This design comes from an exercise in tuning for small area on the open sky130 flow, not from production work.
Function was checked by simulation only, so behaviour that the tests miss may differ from the original.
Power and IR drop assume default switching activity.

## flow/flow/area.script

```
strash
&get -n
&st
&deepsyn -T 60
&dch -f
&nf -R 1000
&put
```

## flow/flow/run.sh

```bash
#!/bin/bash
# Standard synthesis, then an area-oriented ABC re-mapping of its combinational logic (the
# registers stay exactly as the standard synthesis made them), then the standard layout steps.
set -euo pipefail
W=$(pwd)
R=$W/orfs/results/$FLOW_PLATFORM/twin_77_ad_sign_43/base
LIB=$FLOW_HOME/platforms/$FLOW_PLATFORM/lib/sky130_fd_sc_hd__tt_025C_1v80.lib

bash standard.sh synth > $W/log_1_standard_synth.txt 2>&1

cp $R/1_2_yosys.v $W/std_1_2_yosys.v
sed -e "s#{LIB}#$LIB#g" -e "s#{IN}#$W/std_1_2_yosys.v#g" -e "s#{TOP}#$FLOW_TOP#g" \
    -e "s#{SCRIPT}#$W/flow/area.script#g" -e "s#{OUT}#$W/reabc.v#g" -e "s#{OUTDIR}#$W#g" \
    flow/reabc.ys > $W/reabc_run.ys
yosys -s $W/reabc_run.ys > $W/log_2_reabc.txt 2>&1

cp $W/reabc.v $R/1_2_yosys.v
rm -f $R/1_synth.odb
touch $R/1_2_yosys.v

export BUFFER_PORTS_ARGS="-buffer_cell sky130_fd_sc_hd__buf_1"
export CTS_ARGS="-sink_clustering_enable -repair_clock_nets -dont_use_dummy_load"
bash standard.sh finish > $W/log_3_layout.txt 2>&1
```

## flow/constraint.sdc

```tcl
create_clock -name core_clock -period 10.0 [get_ports {CLK}]
set_input_delay 2.0000 -clock core_clock [delete_from_list [all_inputs] [get_ports {CLK}]]
set_output_delay 2.0000 -clock core_clock [all_outputs]
set_load 0.01 [all_outputs]
```

## flow/design.v

```verilog
module twin_77_ad_sign_43(
  input CLK,
  input rst,
  input PSW0,
  output LED0,
  output LED1,
  output LED2,
  output trans1,
  output trans2,
  output trans3,
  output trans4,
  output trans5,
  output trans6,
  output trans7,
  output trans8,
  output trans9,
  output trans10,
  output trans11,
  output trans12,
  output trans13,
  output trans14,
  output trans15,
  output trans16,
  output trans17,
  output trans18,
  output trans19,
  output trans20,
  output trans21,
  output trans22,
  output trans23,
  output trans24,
  output trans25,
  output trans26,
  output trans27,
  output trans28,
  output trans29,
  output trans30,
  output trans31,
  output trans32,
  output trans33,
  output trans34,
  output trans35,
  output trans36,
  output trans37,
  output trans38,
  output trans39,
  output trans40,
  output trans41,
  output trans42,
  output trans43,
  output trans44,
  output trans45,
  output trans46,
  output trans47,
  output trans48,
  output trans49
);
  reg [10:0] base;
  reg        first;
  wire       wrap = base[10] & base[7] & base[6] & base[5] & base[0];  
  always @(posedge CLK) begin
    if (rst) begin
      base  <= 11'd0;
      first <= 1'b1;
    end else begin
      base <= wrap ? 11'd0 : base + 11'd1;
      if (wrap) first <= 1'b0;
    end
  end
  reg [1:0]  psw0_reg;
  reg [19:0] lfsr;
  reg [2:0]  psw0_smp_reg;
  reg        psw0_filt_reg;
  reg [6:0]  sel;
  wire smp_pulse = (lfsr == 20'h36dff);
  wire psw0_filt = (psw0_smp_reg[0] & psw0_smp_reg[1]) | (psw0_smp_reg[0] & psw0_smp_reg[2]) |
                   (psw0_smp_reg[1] & psw0_smp_reg[2]);
  always @(posedge CLK) begin
    if (rst) begin
      psw0_reg      <= 2'd0;
      lfsr          <= 20'h6dbff;
      psw0_smp_reg  <= 3'd0;
      psw0_filt_reg <= 1'b0;
      sel           <= 7'd0;
    end else begin
      psw0_reg <= {psw0_reg[0], PSW0};
      lfsr <= {lfsr[18:0], ~(lfsr[19] ^ lfsr[16]) ^ smp_pulse};
      if (smp_pulse) psw0_smp_reg <= {psw0_smp_reg[1:0], psw0_reg[1]};
      psw0_filt_reg <= psw0_filt;
      if (psw0_filt & ~psw0_filt_reg) sel <= sel + 7'd1;
    end
  end
  wire s0 = (sel == 7'd0);
  wire s1 = (sel == 7'd1);
  wire s2 = (sel == 7'd2);
  wire s3 = ~(s0 | s1 | s2);
  assign LED0 = s0;
  assign LED1 = s1 | (sel == 7'd3);
  assign LED2 = s2;
  wire [4:0] H = base[10:6];
  wire [5:0] L = base[5:0];
  wire heq0 = H == 5'd0;
  wire heq1 = H == 5'd1;
  wire heq2 = H == 5'd2;
  wire heq3 = H == 5'd3;
  wire heq4 = H == 5'd4;
  wire heq5 = H == 5'd5;
  wire heq6 = H == 5'd6;
  wire heq7 = H == 5'd7;
  wire heq8 = H == 5'd8;
  wire heq9 = H == 5'd9;
  wire heq10 = H == 5'd10;
  wire heq11 = H == 5'd11;
  wire heq12 = H == 5'd12;
  wire heq13 = H == 5'd13;
  wire heq14 = H == 5'd14;
  wire heq15 = H == 5'd15;
  wire heq16 = H == 5'd16;
  wire heq17 = H == 5'd17;
  wire heq18 = H == 5'd18;
  wire heq19 = H == 5'd19;
  wire hgt0 = H > 5'd0;
  wire hgt1 = H > 5'd1;
  wire hgt2 = H > 5'd2;
  wire hgt3 = H > 5'd3;
  wire hgt4 = H > 5'd4;
  wire hgt5 = H > 5'd5;
  wire hgt6 = H > 5'd6;
  wire hgt7 = H > 5'd7;
  wire hgt8 = H > 5'd8;
  wire hgt9 = H > 5'd9;
  wire hgt10 = H > 5'd10;
  wire hgt11 = H > 5'd11;
  wire hgt12 = H > 5'd12;
  wire hgt13 = H > 5'd13;
  wire hgt14 = H > 5'd14;
  wire hgt15 = H > 5'd15;
  wire hgt16 = H > 5'd16;
  wire hgt17 = H > 5'd17;
  wire hgt18 = H > 5'd18;
  wire hgt19 = H > 5'd19;
  wire lgt0 = L > 6'd0;
  wire lgt1 = L > 6'd1;
  wire lgt2 = L > 6'd2;
  wire lgt3 = L > 6'd3;
  wire lgt4 = L > 6'd4;
  wire lgt5 = L > 6'd5;
  wire lgt6 = L > 6'd6;
  wire lgt7 = L > 6'd7;
  wire lgt8 = L > 6'd8;
  wire lgt9 = L > 6'd9;
  wire lgt10 = L > 6'd10;
  wire lgt11 = L > 6'd11;
  wire lgt12 = L > 6'd12;
  wire lgt13 = L > 6'd13;
  wire lgt14 = L > 6'd14;
  wire lgt15 = L > 6'd15;
  wire lgt16 = L > 6'd16;
  wire lgt17 = L > 6'd17;
  wire lgt18 = L > 6'd18;
  wire lgt19 = L > 6'd19;
  wire lgt20 = L > 6'd20;
  wire lgt21 = L > 6'd21;
  wire lgt22 = L > 6'd22;
  wire lgt23 = L > 6'd23;
  wire lgt24 = L > 6'd24;
  wire lgt25 = L > 6'd25;
  wire lgt26 = L > 6'd26;
  wire lgt27 = L > 6'd27;
  wire lgt28 = L > 6'd28;
  wire lgt29 = L > 6'd29;
  wire lgt30 = L > 6'd30;
  wire lgt31 = L > 6'd31;
  wire lgt32 = L > 6'd32;
  wire lgt33 = L > 6'd33;
  wire lgt34 = L > 6'd34;
  wire lgt35 = L > 6'd35;
  wire lgt36 = L > 6'd36;
  wire lgt37 = L > 6'd37;
  wire lgt38 = L > 6'd38;
  wire lgt39 = L > 6'd39;
  wire lgt40 = L > 6'd40;
  wire lgt41 = L > 6'd41;
  wire lgt42 = L > 6'd42;
  wire lgt43 = L > 6'd43;
  wire lgt44 = L > 6'd44;
  wire lgt45 = L > 6'd45;
  wire lgt46 = L > 6'd46;
  wire lgt47 = L > 6'd47;
  wire lgt48 = L > 6'd48;
  wire lgt49 = L > 6'd49;
  wire lgt50 = L > 6'd50;
  wire lgt51 = L > 6'd51;
  wire lgt52 = L > 6'd52;
  wire lgt53 = L > 6'd53;
  wire lgt54 = L > 6'd54;
  wire lgt55 = L > 6'd55;
  wire lgt56 = L > 6'd56;
  wire lgt57 = L > 6'd57;
  wire lgt58 = L > 6'd58;
  wire lgt59 = L > 6'd59;
  wire lgt60 = L > 6'd60;
  wire lgt61 = L > 6'd61;
  wire lgt62 = L > 6'd62;
  wire fd170 = first & ~((hgt2 | (heq2 & lgt41)));  
  wire fd185 = first & ~((hgt2 | (heq2 & lgt56)));  
  wire fd197 = first & ~((hgt3 | (heq3 & lgt4)));  
  wire fd205 = first & ~((hgt3 | (heq3 & lgt12)));  
  wire fd220 = first & ~((hgt3 | (heq3 & lgt27)));  
  wire fd237 = first & ~((hgt3 | (heq3 & lgt44)));  
  wire fd264 = first & ~((hgt4 | (heq4 & lgt7)));  
  wire fd319 = first & ~((hgt4 | (heq4 & lgt62)));  
  wire fd362 = first & ~((hgt5 | (heq5 & lgt41)));  
  wire fd463 = first & ~((hgt7 | (heq7 & lgt14)));  
  wire fd624 = first & ~((hgt9 | (heq9 & lgt47)));  
  wire p1_1 = (hgt11 | (heq11 & lgt48)) & ~(hgt15 | (heq15 & lgt56));
  wire p1_2 = (hgt9 | (heq9 & lgt57)) & ~(hgt14 | (heq14 & lgt1));
  wire p1_3 = (hgt4 | (heq4 & lgt56)) & ~(hgt9 | (heq9 & lgt0));
  wire p1_4 = (hgt5 | (heq5 & lgt0)) & ~(hgt9 | (heq9 & lgt8));
  assign trans1 = (s0 ? p1_1 : s1 ? p1_2 : s2 ? p1_3 : p1_4) | fd264;
  wire p2_1 = (hgt2 | (heq2 & lgt0)) & ~(hgt6 | (heq6 & lgt8));
  wire p2_2 = (hgt0 | (heq0 & lgt54)) & ~(hgt4 | (heq4 & lgt62));
  wire p2_3 = (hgt16 | (heq16 & lgt2)) | ~(hgt0 | (heq0 & lgt40));
  wire p2_4 = (hgt13 | (heq13 & lgt41)) & ~(hgt17 | (heq17 & lgt49));
  assign trans2 = (s0 ? p2_1 : s1 ? p2_2 : s2 ? p2_3 : p2_4) | fd264;
  wire p3_1 = (hgt8 | (heq8 & lgt37)) & ~(hgt12 | (heq12 & lgt45));
  wire p3_2 = (hgt8 | (heq8 & lgt18)) & ~(hgt12 | (heq12 & lgt26));
  wire p3_3 = (hgt4 | (heq4 & lgt48)) & ~(hgt8 | (heq8 & lgt56));
  wire p3_4 = (hgt6 | (heq6 & lgt52)) & ~(hgt10 | (heq10 & lgt60));
  assign trans3 = (s0 ? p3_1 : s1 ? p3_2 : s2 ? p3_3 : p3_4) | fd264;
  wire p4_1 = (hgt11 | (heq11 & lgt4)) & ~(hgt16 | (heq16 & lgt3));
  wire p4_2 = (hgt11 | (heq11 & lgt46)) & ~(hgt16 | (heq16 & lgt45));
  wire p4_3 = (hgt9 | (heq9 & lgt8)) & ~(hgt14 | (heq14 & lgt7));
  wire p4_4 = (hgt8 | (heq8 & lgt37)) & ~(hgt13 | (heq13 & lgt36));
  assign trans4 = (s0 ? p4_1 : s1 ? p4_2 : s2 ? p4_3 : p4_4) | fd319;
  wire p5_1 = (hgt0 | (heq0 & lgt0)) & ~(hgt5 | (heq5 & lgt42));
  wire p5_2 = (hgt1 | (heq1 & lgt40)) & ~(hgt7 | (heq7 & lgt18));
  wire p5_3 = (hgt0 | (heq0 & lgt0)) & ~(hgt5 | (heq5 & lgt42));
  wire p5_4 = (hgt2 | (heq2 & lgt48)) & ~(hgt8 | (heq8 & lgt26));
  assign trans5 = (s0 ? p5_1 : s1 ? p5_2 : s2 ? p5_3 : p5_4) | fd362;
  wire p6_1 = (hgt15 | (heq15 & lgt3)) | ~(hgt0 | (heq0 & lgt32));
  wire p6_2 = (hgt17 | (heq17 & lgt39)) | ~(hgt3 | (heq3 & lgt4));
  wire p6_3 = (hgt16 | (heq16 & lgt60)) | ~(hgt2 | (heq2 & lgt25));
  wire p6_4 = (hgt0 | (heq0 & lgt29)) & ~(hgt5 | (heq5 & lgt28));
  assign trans6 = (s0 ? p6_1 : s1 ? p6_2 : s2 ? p6_3 : p6_4) | fd319;
  wire p7_1 = (hgt7 | (heq7 & lgt49)) & ~(hgt10 | (heq10 & lgt54));
  wire p7_2 = (hgt11 | (heq11 & lgt8)) & ~(hgt14 | (heq14 & lgt13));
  wire p7_3 = (hgt11 | (heq11 & lgt21)) & ~(hgt14 | (heq14 & lgt26));
  wire p7_4 = (hgt14 | (heq14 & lgt2)) & ~(hgt17 | (heq17 & lgt7));
  assign trans7 = (s0 ? p7_1 : s1 ? p7_2 : s2 ? p7_3 : p7_4) | fd197;
  wire p8_1 = (hgt1 | (heq1 & lgt19)) & ~(hgt5 | (heq5 & lgt0));
  wire p8_2 = (hgt18 | (heq18 & lgt50)) | ~(hgt2 | (heq2 & lgt61));
  wire p8_3 = (hgt13 | (heq13 & lgt39)) & ~(hgt17 | (heq17 & lgt20));
  wire p8_4 = (hgt9 | (heq9 & lgt57)) & ~(hgt13 | (heq13 & lgt38));
  assign trans8 = (s0 ? p8_1 : s1 ? p8_2 : s2 ? p8_3 : p8_4) | fd237;
  wire p9_1 = (hgt9 | (heq9 & lgt60)) & ~(hgt17 | (heq17 & lgt11));
  wire p9_2 = (hgt8 | (heq8 & lgt41)) & ~(hgt15 | (heq15 & lgt56));
  wire p9_3 = (hgt4 | (heq4 & lgt9)) & ~(hgt11 | (heq11 & lgt24));
  wire p9_4 = (hgt5 | (heq5 & lgt16)) & ~(hgt12 | (heq12 & lgt31));
  assign trans9 = (s0 ? p9_1 : s1 ? p9_2 : s2 ? p9_3 : p9_4) | fd463;
  wire p10_1 = (hgt18 | (heq18 & lgt9)) | ~(hgt3 | (heq3 & lgt38));
  wire p10_2 = (hgt17 | (heq17 & lgt47)) | ~(hgt3 | (heq3 & lgt12));
  wire p10_3 = (hgt14 | (heq14 & lgt6)) & ~(hgt19 | (heq19 & lgt5));
  wire p10_4 = (hgt11 | (heq11 & lgt14)) & ~(hgt16 | (heq16 & lgt13));
  assign trans10 = (s0 ? p10_1 : s1 ? p10_2 : s2 ? p10_3 : p10_4) | fd319;
  wire p11_1 = (hgt2 | (heq2 & lgt42)) & ~(hgt5 | (heq5 & lgt55));
  wire p11_2 = (hgt3 | (heq3 & lgt18)) & ~(hgt6 | (heq6 & lgt31));
  wire p11_3 = (hgt0 | (heq0 & lgt40)) & ~(hgt3 | (heq3 & lgt53));
  wire p11_4 = (hgt1 | (heq1 & lgt39)) & ~(hgt4 | (heq4 & lgt52));
  assign trans11 = (s0 ? p11_1 : s1 ? p11_2 : s2 ? p11_3 : p11_4) | fd205;
  wire p12_1 = (hgt10 | (heq10 & lgt58)) & ~(hgt15 | (heq15 & lgt2));
  wire p12_2 = (hgt12 | (heq12 & lgt38)) & ~(hgt16 | (heq16 & lgt46));
  wire p12_3 = (hgt11 | (heq11 & lgt0)) & ~(hgt15 | (heq15 & lgt8));
  wire p12_4 = (hgt11 | (heq11 & lgt8)) & ~(hgt15 | (heq15 & lgt16));
  assign trans12 = (s0 ? p12_1 : s1 ? p12_2 : s2 ? p12_3 : p12_4) | fd264;
  wire p13_1 = (hgt6 | (heq6 & lgt5)) & ~(hgt9 | (heq9 & lgt33));
  wire p13_2 = (hgt8 | (heq8 & lgt47)) & ~(hgt12 | (heq12 & lgt11));
  wire p13_3 = (hgt8 | (heq8 & lgt12)) & ~(hgt11 | (heq11 & lgt40));
  wire p13_4 = (hgt9 | (heq9 & lgt25)) & ~(hgt12 | (heq12 & lgt53));
  assign trans13 = (s0 ? p13_1 : s1 ? p13_2 : s2 ? p13_3 : p13_4) | fd220;
  wire p14_1 = (hgt16 | (heq16 & lgt0)) | ~(hgt1 | (heq1 & lgt29));
  wire p14_2 = (hgt0 | (heq0 & lgt0)) & ~hgt4;
  wire p14_3 = (hgt0 | (heq0 & lgt21)) & ~(hgt5 | (heq5 & lgt20));
  wire p14_4 = (hgt5 | (heq5 & lgt25)) & ~(hgt10 | (heq10 & lgt24));
  assign trans14 = (s0 ? p14_1 : s1 ? p14_2 : s2 ? p14_3 : p14_4) | fd319;
  wire p15_1 = (hgt7 | (heq7 & lgt1)) & ~(hgt10 | (heq10 & lgt29));
  wire p15_2 = (hgt4 | (heq4 & lgt54)) & ~(hgt8 | (heq8 & lgt18));
  wire p15_3 = (hgt19 | (heq19 & lgt5)) | ~hgt2;
  wire p15_4 = (hgt14 | (heq14 & lgt45)) & ~(hgt18 | (heq18 & lgt9));
  assign trans15 = (s0 ? p15_1 : s1 ? p15_2 : s2 ? p15_3 : p15_4) | fd220;
  wire p16_1 = (hgt18 | (heq18 & lgt0)) | ~(hgt1 | (heq1 & lgt43));
  wire p16_2 = (hgt16 | (heq16 & lgt38)) | ~(hgt0 | (heq0 & lgt17));
  wire p16_3 = hgt11 & ~(hgt15 | (heq15 & lgt12));
  wire p16_4 = (hgt9 | (heq9 & lgt30)) & ~(hgt12 | (heq12 & lgt43));
  assign trans16 = (s0 ? p16_1 : s1 ? p16_2 : s2 ? p16_3 : p16_4) | fd205;
  wire p17_1 = (hgt6 | (heq6 & lgt12)) & ~(hgt8 | (heq8 & lgt54));
  wire p17_2 = (hgt5 | (heq5 & lgt44)) & ~(hgt8 | (heq8 & lgt22));
  wire p17_3 = (hgt1 | (heq1 & lgt62)) & ~(hgt4 | (heq4 & lgt40));
  wire p17_4 = (hgt1 | (heq1 & lgt56)) & ~(hgt4 | (heq4 & lgt34));
  assign trans17 = (s0 ? p17_1 : s1 ? p17_2 : s2 ? p17_3 : p17_4) | fd170;
  wire p18_1 = (hgt9 | (heq9 & lgt8)) & ~(hgt12 | (heq12 & lgt36));
  wire p18_2 = (hgt9 | (heq9 & lgt45)) & ~(hgt13 | (heq13 & lgt9));
  wire p18_3 = (hgt7 | (heq7 & lgt2)) & ~(hgt10 | (heq10 & lgt30));
  wire p18_4 = (hgt7 | (heq7 & lgt17)) & ~(hgt10 | (heq10 & lgt45));
  assign trans18 = (s0 ? p18_1 : s1 ? p18_2 : s2 ? p18_3 : p18_4) | fd220;
  wire p19_1 = (hgt17 | (heq17 & lgt49)) | ~(hgt1 | (heq1 & lgt43));
  wire p19_2 = (hgt19 | (heq19 & lgt30)) | ~(hgt3 | (heq3 & lgt24));
  wire p19_3 = (hgt17 | (heq17 & lgt59)) | ~(hgt1 | (heq1 & lgt53));
  wire p19_4 = (hgt0 | (heq0 & lgt49)) & ~(hgt4 | (heq4 & lgt13));
  assign trans19 = (s0 ? p19_1 : s1 ? p19_2 : s2 ? p19_3 : p19_4) | fd220;
  wire p20_1 = (hgt11 | (heq11 & lgt34)) & ~(hgt16 | (heq16 & lgt33));
  wire p20_2 = (hgt14 | (heq14 & lgt19)) & ~(hgt19 | (heq19 & lgt18));
  wire p20_3 = (hgt13 | (heq13 & lgt52)) & ~(hgt18 | (heq18 & lgt51));
  wire p20_4 = (hgt14 | (heq14 & lgt14)) & ~(hgt19 | (heq19 & lgt13));
  assign trans20 = (s0 ? p20_1 : s1 ? p20_2 : s2 ? p20_3 : p20_4) | fd319;
  wire p21_1 = (hgt2 | (heq2 & lgt61)) & ~(hgt6 | (heq6 & lgt42));
  wire p21_2 = (hgt6 | (heq6 & lgt37)) & ~(hgt10 | (heq10 & lgt18));
  wire p21_3 = (hgt7 | (heq7 & lgt2)) & ~(hgt10 | (heq10 & lgt47));
  wire p21_4 = (hgt9 | (heq9 & lgt17)) & ~(hgt12 | (heq12 & lgt62));
  assign trans21 = (s0 ? p21_1 : s1 ? p21_2 : s2 ? p21_3 : p21_4) | fd237;
  wire p22_1 = (hgt8 | (heq8 & lgt51)) & ~(hgt12 | (heq12 & lgt32));
  wire p22_2 = (hgt6 | (heq6 & lgt38)) & ~(hgt10 | (heq10 & lgt19));
  wire p22_3 = (hgt1 | (heq1 & lgt16)) & ~(hgt4 | (heq4 & lgt61));
  wire p22_4 = (hgt16 | (heq16 & lgt23)) | ~(hgt0 | (heq0 & lgt34));
  assign trans22 = (s0 ? p22_1 : s1 ? p22_2 : s2 ? p22_3 : p22_4) | fd237;
  wire p23_1 = (hgt0 | (heq0 & lgt45)) & ~(hgt3 | (heq3 & lgt38));
  wire p23_2 = (hgt18 | (heq18 & lgt50)) | ~(hgt2 | (heq2 & lgt9));
  wire p23_3 = (hgt14 | (heq14 & lgt8)) & ~(hgt17 | (heq17 & lgt1));
  wire p23_4 = (hgt11 | (heq11 & lgt34)) & ~(hgt14 | (heq14 & lgt27));
  assign trans23 = (s0 ? p23_1 : s1 ? p23_2 : s2 ? p23_3 : p23_4) | fd185;
  wire p24_1 = (hgt8 | (heq8 & lgt0)) & ~(hgt11 | (heq11 & lgt28));
  wire p24_2 = (hgt7 | (heq7 & lgt30)) & ~(hgt10 | (heq10 & lgt58));
  wire p24_3 = (hgt3 | (heq3 & lgt47)) & ~(hgt7 | (heq7 & lgt11));
  wire p24_4 = (hgt5 | (heq5 & lgt13)) & ~(hgt8 | (heq8 & lgt41));
  assign trans24 = (s0 ? p24_1 : s1 ? p24_2 : s2 ? p24_3 : p24_4) | fd220;
  wire p25_1 = (hgt11 | (heq11 & lgt37)) & ~(hgt14 | (heq14 & lgt42));
  wire p25_2 = (hgt12 | (heq12 & lgt10)) & ~(hgt15 | (heq15 & lgt15));
  wire p25_3 = (hgt9 | (heq9 & lgt30)) & ~(hgt12 | (heq12 & lgt35));
  wire p25_4 = (hgt8 | (heq8 & lgt31)) & ~(hgt11 | (heq11 & lgt36));
  assign trans25 = (s0 ? p25_1 : s1 ? p25_2 : s2 ? p25_3 : p25_4) | fd197;
  wire p26_1 = (hgt0 | (heq0 & lgt31)) & ~(hgt3 | (heq3 & lgt59));
  wire p26_2 = (hgt2 | (heq2 & lgt13)) & ~(hgt5 | (heq5 & lgt41));
  wire p26_3 = (hgt0 | (heq0 & lgt42)) & ~(hgt4 | (heq4 & lgt6));
  wire p26_4 = (hgt1 | (heq1 & lgt44)) & ~(hgt5 | (heq5 & lgt8));
  assign trans26 = (s0 ? p26_1 : s1 ? p26_2 : s2 ? p26_3 : p26_4) | fd220;
  wire p27_1 = (hgt13 | (heq13 & lgt44)) & ~(hgt18 | (heq18 & lgt43));
  wire p27_2 = (hgt16 | (heq16 & lgt30)) | ~(hgt1 | (heq1 & lgt59));
  wire p27_3 = (hgt16 | (heq16 & lgt1)) | ~(hgt1 | (heq1 & lgt30));
  wire p27_4 = (hgt0 | (heq0 & lgt0)) & ~hgt4;
  assign trans27 = (s0 ? p27_1 : s1 ? p27_2 : s2 ? p27_3 : p27_4) | fd319;
  wire p28_1 = (hgt4 | (heq4 & lgt19)) & ~(hgt9 | (heq9 & lgt18));
  wire p28_2 = (hgt7 | (heq7 & lgt62)) & ~(hgt12 | (heq12 & lgt61));
  wire p28_3 = (hgt8 | (heq8 & lgt29)) & ~(hgt13 | (heq13 & lgt28));
  wire p28_4 = (hgt10 | (heq10 & lgt44)) & ~(hgt15 | (heq15 & lgt43));
  assign trans28 = (s0 ? p28_1 : s1 ? p28_2 : s2 ? p28_3 : p28_4) | fd319;
  wire p29_1 = (hgt6 | (heq6 & lgt57)) & ~(hgt10 | (heq10 & lgt38));
  wire p29_2 = (hgt4 | (heq4 & lgt46)) & ~(hgt8 | (heq8 & lgt27));
  wire p29_3 = (hgt18 | (heq18 & lgt61)) | ~(hgt3 | (heq3 & lgt8));
  wire p29_4 = (hgt14 | (heq14 & lgt37)) & ~(hgt18 | (heq18 & lgt18));
  assign trans29 = (s0 ? p29_1 : s1 ? p29_2 : s2 ? p29_3 : p29_4) | fd237;
  wire p30_1 = (hgt17 | (heq17 & lgt49)) | ~(hgt1 | (heq1 & lgt60));
  wire p30_2 = (hgt16 | (heq16 & lgt22)) | ~(hgt0 | (heq0 & lgt33));
  wire p30_3 = (hgt11 | (heq11 & lgt48)) & ~(hgt15 | (heq15 & lgt29));
  wire p30_4 = (hgt9 | (heq9 & lgt14)) & ~(hgt12 | (heq12 & lgt59));
  assign trans30 = (s0 ? p30_1 : s1 ? p30_2 : s2 ? p30_3 : p30_4) | fd237;
  wire p31_1 = (hgt6 | (heq6 & lgt4)) & ~(hgt8 | (heq8 & lgt61));
  wire p31_2 = (hgt5 | (heq5 & lgt37)) & ~(hgt8 | (heq8 & lgt30));
  wire p31_3 = (hgt1 | (heq1 & lgt54)) & ~(hgt4 | (heq4 & lgt47));
  wire p31_4 = (hgt1 | (heq1 & lgt49)) & ~(hgt4 | (heq4 & lgt42));
  assign trans31 = (s0 ? p31_1 : s1 ? p31_2 : s2 ? p31_3 : p31_4) | fd185;
  wire p32_1 = (hgt8 | (heq8 & lgt22)) & ~(hgt13 | (heq13 & lgt21));
  wire p32_2 = (hgt8 | (heq8 & lgt60)) & ~(hgt13 | (heq13 & lgt59));
  wire p32_3 = (hgt6 | (heq6 & lgt16)) & ~(hgt11 | (heq11 & lgt15));
  wire p32_4 = (hgt6 | (heq6 & lgt32)) & ~(hgt11 | (heq11 & lgt31));
  assign trans32 = (s0 ? p32_1 : s1 ? p32_2 : s2 ? p32_3 : p32_4) | fd319;
  wire p33_1 = (hgt18 | (heq18 & lgt10)) | ~(hgt1 | (heq1 & lgt18));
  wire p33_2 = (hgt0 | (heq0 & lgt21)) & ~hgt2;
  wire p33_3 = (hgt18 | (heq18 & lgt20)) | ~(hgt1 | (heq1 & lgt28));
  wire p33_4 = (hgt1 | (heq1 & lgt10)) & ~(hgt3 | (heq3 & lgt52));
  assign trans33 = (s0 ? p33_1 : s1 ? p33_2 : s2 ? p33_3 : p33_4) | fd170;
  wire p34_1 = (hgt11 | (heq11 & lgt34)) & ~(hgt16 | (heq16 & lgt33));
  wire p34_2 = (hgt14 | (heq14 & lgt19)) & ~(hgt19 | (heq19 & lgt18));
  wire p34_3 = (hgt13 | (heq13 & lgt52)) & ~(hgt18 | (heq18 & lgt51));
  wire p34_4 = (hgt14 | (heq14 & lgt14)) & ~(hgt19 | (heq19 & lgt13));
  assign trans34 = (s0 ? p34_1 : s1 ? p34_2 : s2 ? p34_3 : p34_4) | fd319;
  wire p35_1 = (hgt2 | (heq2 & lgt47)) & ~(hgt6 | (heq6 & lgt55));
  wire p35_2 = (hgt6 | (heq6 & lgt24)) & ~(hgt10 | (heq10 & lgt32));
  wire p35_3 = (hgt6 | (heq6 & lgt52)) & ~(hgt10 | (heq10 & lgt60));
  wire p35_4 = (hgt9 | (heq9 & lgt4)) & ~(hgt13 | (heq13 & lgt12));
  assign trans35 = (s0 ? p35_1 : s1 ? p35_2 : s2 ? p35_3 : p35_4) | fd264;
  wire p36_1 = (hgt0 | (heq0 & lgt20)) & ~(hgt5 | (heq5 & lgt62));
  wire p36_2 = (hgt17 | (heq17 & lgt52)) | ~(hgt3 | (heq3 & lgt60));
  wire p36_3 = (hgt12 | (heq12 & lgt40)) & ~(hgt18 | (heq18 & lgt18));
  wire p36_4 = (hgt8 | (heq8 & lgt59)) & ~(hgt14 | (heq14 & lgt37));
  assign trans36 = (s0 ? p36_1 : s1 ? p36_2 : s2 ? p36_3 : p36_4) | fd362;
  wire p37_1 = (hgt11 | (heq11 & lgt32)) & ~(hgt15 | (heq15 & lgt40));
  wire p37_2 = (hgt10 | (heq10 & lgt13)) & ~(hgt14 | (heq14 & lgt21));
  wire p37_3 = (hgt5 | (heq5 & lgt45)) & ~(hgt9 | (heq9 & lgt53));
  wire p37_4 = (hgt6 | (heq6 & lgt52)) & ~(hgt10 | (heq10 & lgt60));
  assign trans37 = (s0 ? p37_1 : s1 ? p37_2 : s2 ? p37_3 : p37_4) | fd264;
  wire p38_1 = (hgt18 | (heq18 & lgt51)) | ~(hgt2 | (heq2 & lgt62));
  wire p38_2 = (hgt18 | (heq18 & lgt24)) | ~(hgt2 | (heq2 & lgt35));
  wire p38_3 = (hgt14 | (heq14 & lgt48)) & ~(hgt18 | (heq18 & lgt29));
  wire p38_4 = (hgt11 | (heq11 & lgt55)) & ~(hgt15 | (heq15 & lgt36));
  assign trans38 = (s0 ? p38_1 : s1 ? p38_2 : s2 ? p38_3 : p38_4) | fd237;
  wire p39_1 = (hgt2 | (heq2 & lgt47)) & ~(hgt5 | (heq5 & lgt52));
  wire p39_2 = (hgt3 | (heq3 & lgt22)) & ~(hgt6 | (heq6 & lgt27));
  wire p39_3 = (hgt0 | (heq0 & lgt45)) & ~(hgt3 | (heq3 & lgt50));
  wire p39_4 = (hgt1 | (heq1 & lgt43)) & ~(hgt4 | (heq4 & lgt48));
  assign trans39 = (s0 ? p39_1 : s1 ? p39_2 : s2 ? p39_3 : p39_4) | fd197;
  wire p40_1 = (hgt11 | (heq11 & lgt16)) & ~(hgt14 | (heq14 & lgt44));
  wire p40_2 = (hgt12 | (heq12 & lgt59)) & ~(hgt16 | (heq16 & lgt23));
  wire p40_3 = (hgt11 | (heq11 & lgt22)) & ~(hgt14 | (heq14 & lgt50));
  wire p40_4 = (hgt11 | (heq11 & lgt29)) & ~(hgt14 | (heq14 & lgt57));
  assign trans40 = (s0 ? p40_1 : s1 ? p40_2 : s2 ? p40_3 : p40_4) | fd220;
  wire p41_1 = (hgt6 | (heq6 & lgt12)) & ~(hgt9 | (heq9 & lgt25));
  wire p41_2 = (hgt8 | (heq8 & lgt55)) & ~(hgt12 | (heq12 & lgt4));
  wire p41_3 = (hgt8 | (heq8 & lgt19)) & ~(hgt11 | (heq11 & lgt32));
  wire p41_4 = (hgt9 | (heq9 & lgt33)) & ~(hgt12 | (heq12 & lgt46));
  assign trans41 = (s0 ? p41_1 : s1 ? p41_2 : s2 ? p41_3 : p41_4) | fd205;
  wire p42_1 = (hgt16 | (heq16 & lgt28)) | ~(hgt1 | (heq1 & lgt2));
  wire p42_2 = (hgt0 | (heq0 & lgt28)) & ~(hgt4 | (heq4 & lgt36));
  wire p42_3 = (hgt0 | (heq0 & lgt49)) & ~(hgt4 | (heq4 & lgt57));
  wire p42_4 = (hgt5 | (heq5 & lgt53)) & ~(hgt9 | (heq9 & lgt61));
  assign trans42 = (s0 ? p42_1 : s1 ? p42_2 : s2 ? p42_3 : p42_4) | fd264;
  wire p43_1 = (hgt8 | (heq8 & lgt60)) & ~(hgt18 | (heq18 & lgt44));
  wire p43_2 = (hgt7 | (heq7 & lgt5)) & ~(hgt16 | (heq16 & lgt53));
  wire p43_3 = (hgt2 | (heq2 & lgt4)) & ~(hgt11 | (heq11 & lgt52));
  wire p43_4 = (hgt2 | (heq2 & lgt12)) & ~(hgt11 | (heq11 & lgt60));
  assign trans43 = (s0 ? p43_1 : s1 ? p43_2 : s2 ? p43_3 : p43_4) | fd624;
  wire p44_1 = (hgt2 | (heq2 & lgt29)) & ~(hgt5 | (heq5 & lgt42));
  wire p44_2 = (hgt1 | (heq1 & lgt19)) & ~(hgt4 | (heq4 & lgt32));
  wire p44_3 = (hgt16 | (heq16 & lgt31)) | ~(hgt0 | (heq0 & lgt10));
  wire p44_4 = (hgt14 | (heq14 & lgt6)) & ~(hgt17 | (heq17 & lgt19));
  assign trans44 = (s0 ? p44_1 : s1 ? p44_2 : s2 ? p44_3 : p44_4) | fd205;
  wire p45_1 = (hgt8 | (heq8 & lgt51)) & ~(hgt12 | (heq12 & lgt32));
  wire p45_2 = (hgt8 | (heq8 & lgt31)) & ~(hgt12 | (heq12 & lgt12));
  wire p45_3 = (hgt4 | (heq4 & lgt62)) & ~(hgt8 | (heq8 & lgt43));
  wire p45_4 = (hgt7 | (heq7 & lgt1)) & ~(hgt10 | (heq10 & lgt46));
  assign trans45 = (s0 ? p45_1 : s1 ? p45_2 : s2 ? p45_3 : p45_4) | fd237;
  wire p46_1 = (hgt12 | (heq12 & lgt7)) & ~(hgt15 | (heq15 & lgt0));
  wire p46_2 = (hgt12 | (heq12 & lgt49)) & ~(hgt15 | (heq15 & lgt42));
  wire p46_3 = (hgt10 | (heq10 & lgt11)) & ~(hgt13 | (heq13 & lgt4));
  wire p46_4 = (hgt9 | (heq9 & lgt40)) & ~(hgt12 | (heq12 & lgt33));
  assign trans46 = (s0 ? p46_1 : s1 ? p46_2 : s2 ? p46_3 : p46_4) | fd185;
  wire p47_1 = (hgt1 | (heq1 & lgt7)) & ~(hgt4 | (heq4 & lgt35));
  wire p47_2 = (hgt2 | (heq2 & lgt46)) & ~(hgt6 | (heq6 & lgt10));
  wire p47_3 = (hgt1 | (heq1 & lgt7)) & ~(hgt4 | (heq4 & lgt35));
  wire p47_4 = (hgt3 | (heq3 & lgt54)) & ~(hgt7 | (heq7 & lgt18));
  assign trans47 = (s0 ? p47_1 : s1 ? p47_2 : s2 ? p47_3 : p47_4) | fd220;
  wire p48_1 = (hgt15 | (heq15 & lgt53)) & ~(hgt19 | (heq19 & lgt17));
  wire p48_2 = (hgt18 | (heq18 & lgt24)) | ~(hgt2 | (heq2 & lgt18));
  wire p48_3 = (hgt17 | (heq17 & lgt46)) | ~(hgt1 | (heq1 & lgt40));
  wire p48_4 = (hgt1 | (heq1 & lgt14)) & ~(hgt4 | (heq4 & lgt42));
  assign trans48 = (s0 ? p48_1 : s1 ? p48_2 : s2 ? p48_3 : p48_4) | fd220;
  wire p49_1 = (hgt7 | (heq7 & lgt37)) & ~(hgt11 | (heq11 & lgt1));
  wire p49_2 = (hgt10 | (heq10 & lgt60)) & ~(hgt14 | (heq14 & lgt24));
  wire p49_3 = (hgt11 | (heq11 & lgt9)) & ~(hgt14 | (heq14 & lgt37));
  wire p49_4 = (hgt13 | (heq13 & lgt54)) & ~(hgt17 | (heq17 & lgt18));
  assign trans49 = (s0 ? p49_1 : s1 ? p49_2 : s2 ? p49_3 : p49_4) | fd220;
endmodule
```

## flow/standard.sh

```bash
#!/bin/bash
# synth_recipe.tcl (not shown) runs the flow's synth.tcl, then flattens the netlist and writes it again
# the make line also repeats each setting of config.mk as NAME=value (left out here)
make -C /OpenROAD-flow-scripts/flow DESIGN_CONFIG=/design/flow/config.mk WORK_HOME=/design/flow/orfs CLKGATE_MAP_FILE= SYNTH_SCRIPT=/design/flow/synth_recipe.tcl "${@:-finish}"
```

## flow/flow/reabc.ys

```
# Re-map the combinational logic of the standard synthesis netlist with an area-oriented
# ABC script. Flip-flop cells are kept as they are (same instances, names and cell types).
read_liberty -ignore_miss_func {LIB}
read_verilog {IN}
hierarchy -top {TOP}
setattr -mod -set keep_hierarchy 1 sky130_fd_sc_hd__df* sky130_fd_sc_hd__sdf* sky130_fd_sc_hd__edf*
flatten
rename -hide w:*.*
opt -purge
tee -o {OUTDIR}/reabc_before.txt stat -liberty {LIB}
abc -script {SCRIPT} -liberty {LIB} -dont_use *probe* -dont_use *lpflow*
setundef -zero
splitnets
opt_clean -purge
hilomap -singleton -hicell sky130_fd_sc_hd__conb_1 HI -locell sky130_fd_sc_hd__conb_1 LO
insbuf -buf sky130_fd_sc_hd__buf_4 A X
opt_clean -purge
check
blackbox sky130_fd_sc_hd__*
tee -o {OUTDIR}/reabc_after.txt stat -liberty {LIB}

write_verilog -noattr -nohex -nodec {OUT}
```

## flow/config.mk

```make
export PLATFORM = sky130hd
export DESIGN_NAME = twin_77_ad_sign_43
export DESIGN_NICKNAME = twin_77_ad_sign_43
export VERILOG_FILES = /design/flow/design.v
export SDC_FILE = /design/flow/constraint.sdc
export NUM_CORES = 4
export LEC_CHECK = 0
export CAP_MARGIN = 20
export CELL_PAD_IN_SITES_DETAIL_PLACEMENT = 2
export CELL_PAD_IN_SITES_GLOBAL_PLACEMENT = 4
export CORE_MARGIN = 2
export CORE_UTILIZATION = 25
export PLACE_DENSITY = 0.3
export SLEW_MARGIN = 20
```

==> impl_results.md, run 1 <==
- CP arrival: 4.93 ns
- Row count: 53
- Reg2reg end: base[6]
- Element type at the critical path start: register
- Vias in the first global route: 9,501
- CORE AREA: 0.0210 mm²
- Final Skew: 0.0182 ns
- CTS tree: yes
- Pre-CTS setup slack: 3.73 ns
- # DRC: 0
- Yosys warning count: 1
- Largest fanout on the critical path: 43
- Most common cell after layout, fill and taps aside: nand2_1
- Tightest Pin Transition: 1.17 ns
- CTS max path bufs: 2
- DRT iter0 DRCs: 1,596
- Max-capacitance violation count: 0
- Layout Nets: 993
- Setup bufs post-CTS: 0
- Hold Path Origin: psw0_reg[0]
- Gate Count Post-Synth: 883
- GRT Total Usage: 0.456
- Setup violators final: 0
- # port buffers: 54
- Worst r2r path cells: 4
- Reg-to-reg slack, setup: 6.89 ns
- Latest clock arrival within the worst-skew pair: 0.31 ns
- Lkg Pwr: 0.00197 µW
- Share of cells above drive strength 1: 0.0567
- Worst endpoint required time: 8.00 ns
- Non-Filler Instances: 1,268
- Num CTS Buffers: 5
- Final min period: 6.93 ns
- Fmax: 0.144 GHz
- Peak VDD IR: 0.0000574 V
- First-pass GRT wire length: 72.3 mm
- CTS Root Cell: clkbuf_16
- Die width: 150 µm
- DPL Wire Length: 38.6 mm
- Power Density: 59.9 mW/mm²
- Post-route ant nets: 0
- Mapped Nets: 886
- Outcome: finished clean
- Initial Utilization: 0.254
- Chip height: 150 µm
- Avg Cell Area, Syn: 6.03 µm²
- Area grow syn2layout: 19.7%
- Final Hold Viols: 0
- Clock-pin slew on the worst setup and hold paths: 0.05 ns
- Gates resized, CTS repair: 0
- Max reg flops: 20
- Post-Syn Area: 0.00532 mm²
- R2R Path Start: base[10]
- I/O pin count: 55
- Commonest non-fill, non-tap cells in the layout: 160 x nand2_1, 123 x nor2_1, 106 x a21oi_1, 100 x o21ai_0, 54 x buf_1
- Setup TNS: 0 ns
- H-tree levels: 2
- Critical path capture point: trans24
- DR pass1 iterations: 6
- Sink Count: 45
- Initial antenna violation count: 2
- GPL Wtd Cong: 1.08
- Setup CP Type: reg2out
- Largest regs: lfsr (20), base (11), sel (7)
- HP Class: reg2reg
- DR vias: 9,537
- Avg Vias per Cell: 7.52
- Drt total wl: 52.0 mm
- Critical path endpoint category: primary output
- Total power: 381 µW
- Largest net degree at the start of global routing: 52
- Final WS setup: 3.07 ns
- Die area: 0.0225 mm²
- CTS Hold Bufs: 0
- Reg with most FFs: lfsr
- Launch point of the worst path: base[8]
- Routed wire per std cell: 41.0 µm
- Unrepaired setup endpoints after global routing: no
- Final Cycle Share: 0.693
- Max-slew violations: 0
- Post-Place Cells: 1,258
- Total grt overflow: 0
- Slew HR: 0.219
## area by class of cell
type	instances	area, µm²
Sequential cell	45	902
Fill cell	2670	14600
Multi-Input combinational cell	829	4400
Timing Repair Buffer	101	556
Inverter	8	30.0
Antenna cell	5	12.5
Clock buffer	5	125
Tap cell	275	344
## power by group
part	internal, µW	switching (µW)
sequential	184	3.97
clock	88.7	72.7
combinational	6.49	25.7
total	279	102
## how the worst min path moves through the flow
| stage | end | slack (ns) | cells past startpoint |
|---|---|---|---|
| final | psw0_reg[1] | 0.46 | 1 |
| after global routing | psw0_reg[1] | 0.47 | 1 |
| after CTS | lfsr[2] | 0.46 | 1 |
| after detailed placement | lfsr[15] | 0.44 | 1 |
| after global placement | lfsr[14] | 0.43 | 1 |
| after floorplan | psw0_reg[1] | 0.41 | 1 |
## worst max-delay path: stages (launching register included)
cell	delay (ns)
dfxtp_1	0.29
buf_4	0.28
and2_0	0.54
nor2_1	1.02
nand2_1	0.48
a21oi_1	0.47
buf_4	0.34
a21oi_1	0.28
a311oi_1	0.31
o21ai_0	0.20
o311ai_0	0.18
buf_1	0.22
## layer usage
metal / vias up / part of all wire / track usage
li1: 3595 / - / -
met1: 4632 / 0.37 / 0.557
met2: 970 / 0.39 / 0.637
met3: 336 / 0.14 / 0.179
met4: 4 / 0.096 / 0.346
met5: - / 0.00094 / 0
## stage by stage
stage               hold WS, ns   util  instance area (µm²)
floorplan                 0.414      -                 5320
global placement          0.429  0.297                 6220
detailed placement        0.443  0.297                 6220
CTS                       0.457  0.303                 6350
global route              0.470  0.303                 6360
finish                    0.457  0.304                 6370
==> inputs of run 2 (changes only) <==
==> flow/config.mk (replaced) <==
export PLATFORM = sky130hd
export DESIGN_NAME = twin_77_ad_sign_43
export DESIGN_NICKNAME = twin_77_ad_sign_43
export VERILOG_FILES = /design/flow/design.v
export SDC_FILE = /design/flow/constraint.sdc
export NUM_CORES = 4
export LEC_CHECK = 0
export CAP_MARGIN = 20
export CORE_MARGIN = 2
export CORE_UTILIZATION = 60
export SLEW_MARGIN = 20
==> impl_results.md, run 2 <==
- Outcome: did not finish
- Stopping stage: global routing
- Stop err: [ERROR GRT-0116] Global routing finished with congestion. Check the congestion regions in the DRC Viewer.
- CTS Root Cell: clkbuf_8
- Gate Count Post-Synth: 876
- Mapped Nets: 879
- Largest net degree at the start of global routing: 49
- I/O pin count: 55
- CTS max path bufs: 2
- Die width: 98.1 µm
- Yosys warning count: 1
- CTS Hold Bufs: 0
- DPL Wire Length: 22.8 mm
- # port buffers: 54
- Setup bufs post-CTS: 0
- GPL Wtd Cong: 1.64
- Chip height: 98.1 µm
- Total grt overflow: 6
- First-pass GRT wire length: 59.0 mm
- Row count: 34
- Gates resized, CTS repair: 0
- H-tree levels: 2
- Initial Utilization: 0.613
- Vias in the first global route: 9,683
- Avg Cell Area, Syn: 6.07 µm²
- Post-Syn Area: 0.00532 mm²
- Num CTS Buffers: 5
- GRT Total Usage: 0.802
[run 2: per-layer routing]
layer | GRT overflow | track usage
met4 | 3 | 0.736
met5 | 0 | 0.467
met3 | 0 | 0.743
met2 | 3 | 0.900
met1 | 0 | 0.814
[run 2: per-stage QoR]
stage / hold WS, ns / setup slack [ns] / instance area, µm² / std cells
after floorplan: 0.414 / 4.68 / 5320 / 876
after global placement: 0.431 / 4.28 / 5840 / 1063
after detailed placement: 0.433 / 4.23 / 5840 / 1063
after CTS: 0.408 / 3.91 / 5910 / 1068
[run 2: worst min path at each step]
| stage | startpoint | endpoint | slack [ns] |
|---|---|---|---|
| CTS | lfsr[0] | lfsr[1] | 0.41 |
| global placement | lfsr[3] | lfsr[4] | 0.43 |
| detailed placement | lfsr[3] | lfsr[4] | 0.43 |
| floorplan | psw0_reg[0] | psw0_reg[1] | 0.41 |
[run 2: power groups by stage]
stage          clock, µW  sequential (µW)  combinational, µW
3_5_place_dp           0              192               23.0
2_1_floorplan          0              190               13.8
4_1_cts              109              188               23.1
3_3_place_gp           0              192               23.1
==> inputs of run 3 (changes only) <==
--- a/flow/flow/run.sh
+++ b/flow/flow/run.sh
@@ -19,5 +19,8 @@
 touch $R/1_2_yosys.v
 
 export BUFFER_PORTS_ARGS="-buffer_cell sky130_fd_sc_hd__buf_1"
-export CTS_ARGS="-sink_clustering_enable -repair_clock_nets -dont_use_dummy_load"
+CTS_ARGS="-sink_clustering_enable -repair_clock_nets -dont_use_dummy_load"
+CBL=$(sed -n "s/^export CTS_BUF_LIST = //p" config.mk)
+if [[ -n "$CBL" ]]; then CTS_ARGS="$CTS_ARGS -buf_list {$CBL}"; fi
+export CTS_ARGS
 bash standard.sh finish > $W/log_3_layout.txt 2>&1
--- a/flow/config.mk
+++ b/flow/config.mk
@@ -5,7 +5,12 @@
 export SDC_FILE = /design/flow/constraint.sdc
 export NUM_CORES = 4
 export LEC_CHECK = 0
-export CAP_MARGIN = 20
+export CAP_MARGIN = 0
+export CELL_PAD_IN_SITES_DETAIL_PLACEMENT = 2
+export CELL_PAD_IN_SITES_GLOBAL_PLACEMENT = 4
 export CORE_MARGIN = 2
-export CORE_UTILIZATION = 60
-export SLEW_MARGIN = 20
+export CORE_UTILIZATION = 25
+export CTS_BUF_LIST = sky130_fd_sc_hd__clkbuf_8
+export GPL_TIMING_DRIVEN = 0
+export PLACE_DENSITY = 0.3
+export SLEW_MARGIN = 0
==> impl_results.md, run 3 <==
- Die area: 0.0225 mm²
- Placed Area: 0.00605 mm²
- Drt total wl: 50.6 mm
- Register area: 906 µm²
- Worst endpoint required time: 8.00 ns
- Setup CP Type: reg2out
- Outcome: failed layout checks
- Most frequent CP cell: nand2_1
- Mapped Nets: 886
- HP Class: reg2reg
- Vias in the first global route: 9,134
- CTS tree: yes
- Max-capacitance violation count: 3
- Setup TNS: 0 ns
- Final Hold Viols: 0
- Total grt overflow: 0
- Share of cells above drive strength 1: 0.0304
- Initial Utilization: 0.254
- Avg Cell Area, Syn: 6.03 µm²
- Pre-CTS setup slack: 2.85 ns
- CTS Hold Bufs: 0
- DRT iter0 DRCs: 1,410
- Clock-pin slew on the worst setup and hold paths: 0.10 ns
- Commonest non-fill, non-tap cells in the layout: 160 x nand2_1, 118 x nor2_1, 106 x a21oi_1, 99 x o21ai_0, 53 x buf_1
- Largest regs: lfsr (20), base (11), sel (7)
- Lkg Pwr: 0.00180 µW
- Filler cells: 2,668
- DR pass1 iterations: 5
- Element type at the critical path start: register
- Largest fanout on the critical path: 32
- # port buffers: 54
- Fmax: 0.127 GHz
- Finished Cell Area: 0.00614 mm²
- I/O pin count: 55
- First-pass GRT wire length: 69.9 mm
- CORE AREA: 0.0210 mm²
- DPL Wire Length: 37.8 mm
- CP arrival: 5.85 ns
- Die width: 150 µm
- CTS Root Cell: clkbuf_8
- Max-slew violations: 47
- Setup bufs post-CTS: 0
- Gate Count Post-Synth: 883
- GPL Wtd Cong: 1.07
- Final min period: 7.85 ns
- Initial antenna violation count: 3
- Num CTS Buffers: 5
- Peak per-stage delay on the critical path: 1.33 ns
- Tightest Pin Transition: 1.51 ns
- Area occupied by multi-input gates: 0.00441 mm²
- Final Cycle Share: 0.785
- # DRC: 0
- Latest clock arrival within the worst-skew pair: 0.31 ns
- Final WS setup: 2.15 ns
- Slew HR: -0.0152
- Slowest-stage cell, CP: dfxtp_1
- Row count: 53
- DR vias: 9,140
- Routed wire per std cell: 41.1 µm
- Critical path endpoint category: primary output
- Area grow syn2layout: 15.3%
- Unrepaired setup endpoints after global routing: no
- Hold path depth: 1
- Final core utilization: 0.293
- Sink Count: 45
- Chip height: 150 µm
- Max reg flops: 20
- Peak VDD IR: 0.0000582 V
- Avg Vias per Cell: 7.43
- Most common cell after layout, fill and taps aside: nand2_1
- H-tree levels: 2
- Yosys warning count: 1
- GRT Total Usage: 0.442
- Post-route ant nets: 0
- Final Skew: 0.0334 ns
- Power Density: 52.6 mW/mm²
- SO Viols: max-capacitance violations, max-slew violations
- Setup violators final: 0
- CTS max path bufs: 2
- CP Cell Sequence: and2_0 -> nand2_1 -> nor2_1 -> a21oi_1 -> nand2_1 -> o21ai_0 -> a211o_1 -> buf_1
- Reg with most FFs: lfsr
- Worst r2r path cells: 5
- Layout Nets: 958
- Post-Syn Area: 0.00532 mm²
- Largest net degree at the start of global routing: 44
- Worst hold slack: 0.431 ns
- Gates resized, CTS repair: 0
[run 3: critical path: cells and delay by family, from the launching register on]
kind / cells / cell delay (ns)
AND/OR/NAND/NOR: 4 / 3.13
flip-flops: 1 / 1.33
AO/OA/AOI/OAI: 3 / 0.95
buffers and inverters: 1 / 0.13
[run 3: power by group]
part / switching, µW / leakage [µW] / internal [µW] / total [µW]
registers: 5.66 / 0.000370 / 184 / 189
logic: 24.6 / 0.00139 / 5.99 / 30.6
clock network: 57.3 / 0.0000360 / 45.1 / 102
[run 3: layout make-up]
type | instances | share of cell area
Antenna cell | 2 | 0.000816
Buffer | 1 | 0.00122
Clock buffer | 5 | 0.0112
Inverter | 8 | 0.00489
Multi-Input combinational cell | 829 | 0.718
Sequential cell | 45 | 0.148
Tap cell | 275 | 0.0561
Timing Repair Buffer | 65 | 0.0602
[run 3: routing by layer]
metal	track usage	routed length, µm
met5	0	29
met4	0.294	4190
met3	0.155	6820
met2	0.640	20400
met1	0.549	19100
[run 3: worst paths after layout]
| path | start | to | slack [ns] |
|---|---|---|---|
| worst min register to register | lfsr[6] | lfsr[7] | 0.43 |
| worst min-delay path | lfsr[6] | lfsr[7] | 0.43 |
| worst max register to register | base[4] | base[7] | 5.22 |
| worst max-delay path | base[4] | trans14 | 2.15 |
[run 3: stage by stage]
step,instances,total power (µW)
2_1_floorplan,883,204
3_3_place_gp,1212,221
3_5_place_dp,1222,221
4_1_cts,1227,324
5_1_grt,1228,336
6_report,1230,322
==> inputs of run 4 (changes only) <==
--- a/flow/config.mk
+++ b/flow/config.mk
@@ -5,7 +5,7 @@
 export SDC_FILE = /design/flow/constraint.sdc
 export NUM_CORES = 4
 export LEC_CHECK = 0
-export CAP_MARGIN = 0
+export CAP_MARGIN = 20
 export CELL_PAD_IN_SITES_DETAIL_PLACEMENT = 2
 export CELL_PAD_IN_SITES_GLOBAL_PLACEMENT = 4
 export CORE_MARGIN = 2
@@ -13,4 +13,4 @@
 export CTS_BUF_LIST = sky130_fd_sc_hd__clkbuf_8
 export GPL_TIMING_DRIVEN = 0
 export PLACE_DENSITY = 0.3
-export SLEW_MARGIN = 0
+export SLEW_MARGIN = 20
==> impl_results.md, run 4 <==
- Avg Vias per Cell: 7.36
- Mapped Nets: 886
- I/O pin count: 55
- Filler cells: 2,700
- # port buffers: 54
- CTS Hold Bufs: 0
- CORE AREA: 0.0210 mm²
- Area grow syn2layout: 16.5%
- Slowest-stage cell, CP: clkinv_1
- DR pass1 iterations: 5
- Sink Count: 45
- DR vias: 9,076
- Register area: 908 µm²
- Die width: 150 µm
- Placed Area: 0.00612 mm²
- Largest fanout on the critical path: 22
- Unrepaired setup endpoints after global routing: no
- Peak per-stage delay on the critical path: 1.22 ns
- Element type at the critical path start: register
- CP arrival: 5.53 ns
- HP Class: reg2reg
- First-pass GRT wire length: 70.5 mm
- Setup violators final: 0
- Final Hold Viols: 0
- Latest clock arrival within the worst-skew pair: 0.31 ns
- Avg Cell Area, Syn: 6.03 µm²
- Peak VDD IR: 0.0000692 V
- Lkg Pwr: 0.00182 µW
- Largest regs: lfsr (20), base (11), sel (7)
- Gate Count Post-Synth: 883
- Drt total wl: 50.4 mm
- Hold Path Origin: lfsr[7]
- Yosys warning count: 1
- Max-slew violations: 0
- Die area: 0.0225 mm²
- Setup bufs post-CTS: 0
- Tightest Pin Transition: 1.30 ns
- CTS max path bufs: 2
- Initial antenna violation count: 2
- Most frequent CP cell: nand2_1
- Reg with most FFs: lfsr
- Row count: 53
- Buf+Inv Stages, Crit Path: 2
- Chip height: 150 µm
- Routed wire per std cell: 40.9 µm
- Worst endpoint required time: 8.00 ns
- Critical path endpoint category: primary output
- R2R Path Start: base[4]
- GRT Total Usage: 0.445
- Final core utilization: 0.296
- Finished Cell Area: 0.00620 mm²
- Power Density: 51.9 mW/mm²
- Largest net degree at the start of global routing: 35
- Final min period: 7.53 ns
- Final Skew: 0.0280 ns
- Slew HR: 0.131
- Num CTS Buffers: 5
- DPL Wire Length: 37.9 mm
- Final Cycle Share: 0.753
- H-tree levels: 2
- Fmax: 0.133 GHz
- Initial Utilization: 0.254
- Launch point of the worst path: sel[0]
- Outcome: finished clean
- Vias in the first global route: 9,160
- CTS tree: yes
- Area occupied by multi-input gates: 0.00444 mm²
- Setup TNS: 0 ns
- Crit path max-delay family: simple AND/OR/NAND/NOR gates
- GPL Wtd Cong: 1.07
- CP Cell Sequence: nor2_2 -> nand2_1 -> clkinv_1 -> nand2_1 -> o2111ai_1 -> a21oi_1 -> o21ai_0 -> nand2_1 -> buf_1
- Post-Syn Area: 0.00532 mm²
- Share of cells above drive strength 1: 0.0439
- Total grt overflow: 0
- CTS Root Cell: clkbuf_8
- Max reg flops: 20
- DRT iter0 DRCs: 1,666
- Max-capacitance violation count: 0
- Post-route ant nets: 0
- Layout Nets: 961
- Setup CP Type: reg2out
- # DRC: 0
- Most common cell after layout, fill and taps aside: nand2_1
- Gates resized, CTS repair: 0
- Clock-pin slew on the worst setup and hold paths: 0.09 ns
- Commonest non-fill, non-tap cells in the layout: 159 x nand2_1, 116 x nor2_1, 103 x a21oi_1, 98 x o21ai_0, 53 x buf_1
==> run 4: cell count changes in the layout (fill, tap and decap cells not counted), sizes merged <==
cell / previous run / this run
buf: 65 / 68
==> run 4: worst paths after layout <==
| kind | end | slack [ns] | cells after the start |
|---|---|---|---|
| min reg2reg | lfsr[8] | 0.45 | 1 |
| min | lfsr[8] | 0.45 | 1 |
| max | trans2 | 2.47 | 9 |
| max reg2reg | base[7] | 5.64 | 5 |
==> run 4: layout make-up <==
type                       count  share of cell area
multi-input combinational    829               0.717
sequential                    45               0.147
timing repair buffer          68              0.0634
tap                          275              0.0555
clock buffer                   5              0.0111
inverter                       8             0.00485
buffer                         1             0.00121
antenna                        2            0.000808
==> run 4: worst reg2reg max path, cell delays in order, from the launching register on <==
cell     delay [ns]
dfxtp_2        0.84
and2_0         1.10
nand2_1        0.58
nor2_1         0.95
nor2_1         0.37
nor4b_1        0.39
==> run 4: layer usage <==
| metal | global-route usage | up-vias | wire [µm] |
|---|---|---|---|
| li1 | - | 3550 | - |
| met1 | 0.559 | 4445 | 19200 |
| met2 | 0.629 | 831 | 20100 |
| met3 | 0.154 | 250 | 6620 |
| met4 | 0.316 | 0 | 4500 |
| met5 | 0.0136 | - | 0 |
==> run 4: per-stage QoR <==
step                instances  setup slack [ns]  hold slack [ns]  total power (µW)
global placement         1212              1.22            0.432               221
finish                   1233              2.47            0.449               321
global route             1232              2.56            0.467               334
detailed placement       1226              3.21            0.434               222
CTS                      1231              2.85            0.434               324
floorplan                 883              4.68            0.414               204
==> run 4: power breakdown <==
group	leakage [µW]	internal [µW]	switching [µW]
Combinational	0.00141	6.00	24.7
Clock	0.0000360	45.1	56.4
Sequential	0.000371	184	5.57
==> inputs of run 5 (changes only) <==
--- a/flow/config.mk
+++ b/flow/config.mk
@@ -5,7 +5,7 @@
 export SDC_FILE = /design/flow/constraint.sdc
 export NUM_CORES = 4
 export LEC_CHECK = 0
-export CAP_MARGIN = 20
+export CAP_MARGIN = 10
 export CELL_PAD_IN_SITES_DETAIL_PLACEMENT = 2
 export CELL_PAD_IN_SITES_GLOBAL_PLACEMENT = 4
 export CORE_MARGIN = 2
@@ -13,4 +13,4 @@
 export CTS_BUF_LIST = sky130_fd_sc_hd__clkbuf_8
 export GPL_TIMING_DRIVEN = 0
 export PLACE_DENSITY = 0.3
-export SLEW_MARGIN = 20
+export SLEW_MARGIN = 10
==> impl_results.md, run 5 <==
- H-tree levels: 2
- Post-Syn Area: 0.00532 mm²
- Total grt overflow: 0
- Sink Count: 45
- Area grow syn2layout: 15.6%
- Setup TNS: 0 ns
- Post-route ant nets: 0
- CTS Hold Bufs: 0
- Mapped Nets: 886
- DRT iter0 DRCs: 1,426
- Lkg Pwr: 0.00181 µW
- CTS tree: yes
- HP Class: reg2reg
- Critical path endpoint category: primary output
- Max reg flops: 20
- Peak VDD IR: 0.0000630 V
- Die area: 0.0225 mm²
- Vias in the first global route: 9,121
- Die width: 150 µm
- GRT Total Usage: 0.440
- Largest net degree at the start of global routing: 41
- CTS Root Cell: clkbuf_8
- Drt total wl: 50.1 mm
- Setup bufs post-CTS: 0
- Filler cells: 2,669
- Pre-CTS setup slack: 3.13 ns
- Hold path depth: 1
- Final Skew: 0.0345 ns
- Worst r2r path cells: 5
- Avg Cell Area, Syn: 6.03 µm²
- Setup CP Type: reg2out
- Cell internal pwr: 235 µW
- CORE AREA: 0.0210 mm²
- DPL Wire Length: 37.6 mm
- Max-capacitance violation count: 0
- Final Cycle Share: 0.757
- Initial Utilization: 0.254
- Clock-pin slew on the worst setup and hold paths: 0.10 ns
- DR pass1 iterations: 6
- Slew HR: 0.0415
- Clock power frac: 0.320
- Element type at the critical path start: register
- Avg Vias per Cell: 7.43
- Most common cell after layout, fill and taps aside: nand2_1
- NetSw: 89.3 µW
- # DRC: 0
- Final WS setup: 2.43 ns
- Tightest Pin Transition: 1.42 ns
- GPL Wtd Cong: 1.07
- Flop pwr share: 0.584
- Routed wire per std cell: 40.8 µm
- Area occupied by multi-input gates: 0.00442 mm²
- # port buffers: 54
- DR vias: 9,142
- First-pass GRT wire length: 69.5 mm
- Commonest non-fill, non-tap cells in the layout: 160 x nand2_1, 117 x nor2_1, 104 x a21oi_1, 99 x o21ai_0, 53 x buf_1
- Worst hold slack: 0.445 ns
- Outcome: finished clean
- Num CTS Buffers: 5
- CP arrival: 5.57 ns
- Register area: 907 µm²
- Largest fanout on the critical path: 22
- Gates resized, CTS repair: 0
- Largest regs: lfsr (20), base (11), sel (7)
- Initial antenna violation count: 4
- Combinational share of power: 0.096
- Yosys warning count: 1
- Row count: 53
- Reg with most FFs: lfsr
- Switch share: 0.275
- Setup violators final: 0
- Layout Nets: 959
- Share of cells above drive strength 1: 0.0367
- CTS max path bufs: 2
- Power Density: 52.7 mW/mm²
- Final min period: 7.57 ns
- Final Hold Viols: 0
- Max-slew violations: 0
- I/O pin count: 55
- Gate Count Post-Synth: 883
- Unrepaired setup endpoints after global routing: no
- Chip height: 150 µm
- Worst endpoint required time: 8.00 ns
- Fmax: 0.132 GHz
- Latest clock arrival within the worst-skew pair: 0.32 ns
-- run 5: worst paths after layout --
kind,startpoint,end,slack (ns)
setup / recovery,sel[0],trans2,2.43
hold / removal,lfsr[17],lfsr[18],0.45
setup reg to reg,base[4],base[7],5.58
hold reg to reg,lfsr[17],lfsr[18],0.45
-- run 5: layout make-up --
type                            instances  share of cell area
Multi-Input combinational cell        829               0.718
Sequential cell                        45               0.147
Timing Repair Buffer                   66              0.0606
Tap cell                              275              0.0559
Clock buffer                            5              0.0112
Inverter                                8             0.00488
Buffer                                  1             0.00122
Antenna cell                            1            0.000407
-- run 5: routing by layer --
layer | track usage | vias to the layer above | share of wire
met1 | 0.548 | 4421 | 0.37
li1 | - | 3539 | -
met2 | 0.639 | 921 | 0.40
met4 | 0.291 | 2 | 0.084
met5 | 0 | - | 0.00032
met3 | 0.150 | 259 | 0.14
-- run 5: power groups by stage --
stage,clock [µW],sequential [µW],combinational (µW)
final,104,189,31.0
after global routing,115,190,31.3
after CTS,107,189,28.4
after detailed placement,0,193,28.2
after global placement,0,193,28.0
after floorplan,0,191,13.6
-- run 5: critical path, stage by stage, from the launching register on --
cell and delay, ns:
dfxtp_1 0.86, nor2_2 0.32, nand2_1 0.93, clkinv_1 1.26, nand2_1 0.60, o2111ai_1 0.27
a21oi_1 0.53, o21ai_0 0.20, nand2_1 0.12, buf_1 0.15
-- run 5: stage by stage --
| step | total power [µW] | util | instances | area [µm²] |
|---|---|---|---|---|
| 2_1_floorplan | 204 | - | 883 | 5320 |
| 3_3_place_gp | 221 | 0.280 | 1212 | 5870 |
| 3_5_place_dp | 222 | 0.290 | 1224 | 6080 |
| 4_1_cts | 325 | 0.293 | 1229 | 6140 |
| 5_1_grt | 336 | 0.293 | 1229 | 6150 |
| 6_report | 324 | 0.294 | 1230 | 6150 |

## afterwards: timing with drivers on the ports
The flow's constraints put no driver on any port. The routed layouts listed below were extracted and timed again, unchanged, in two steps.
Step 1: set_driving_cell puts a clkbuf_16 on CLK and a buf_2 on each other input, an assumption about the parent block.
Step 2, shift: input delay + t, output delay - t, t = (earliest + latest rising clock arrival at the registers) / 2. This alone moves slack from input paths to output paths.
Slacks: ideal / step 1 / step 2; pairs: ideal / step 1.
run	t, ns	setup WS [ns]	hold slack, ns	worst setup path at the end	cell pins on the clock port's net
run 1	0.341	3.073 / 3.027 / 3.368	0.457 / 0.457 / 0.457	register to output	1
run 3	0.332	2.145 / 2.111 / 2.443	0.431 / 0.431 / 0.431	register to output	1
run 4	0.331	2.475 / 2.440 / 2.770	0.449 / 0.449 / 0.449	register to output	1
run 5	0.334	2.425 / 2.392 / 2.726	0.445 / 0.445 / 0.445	register to output	1
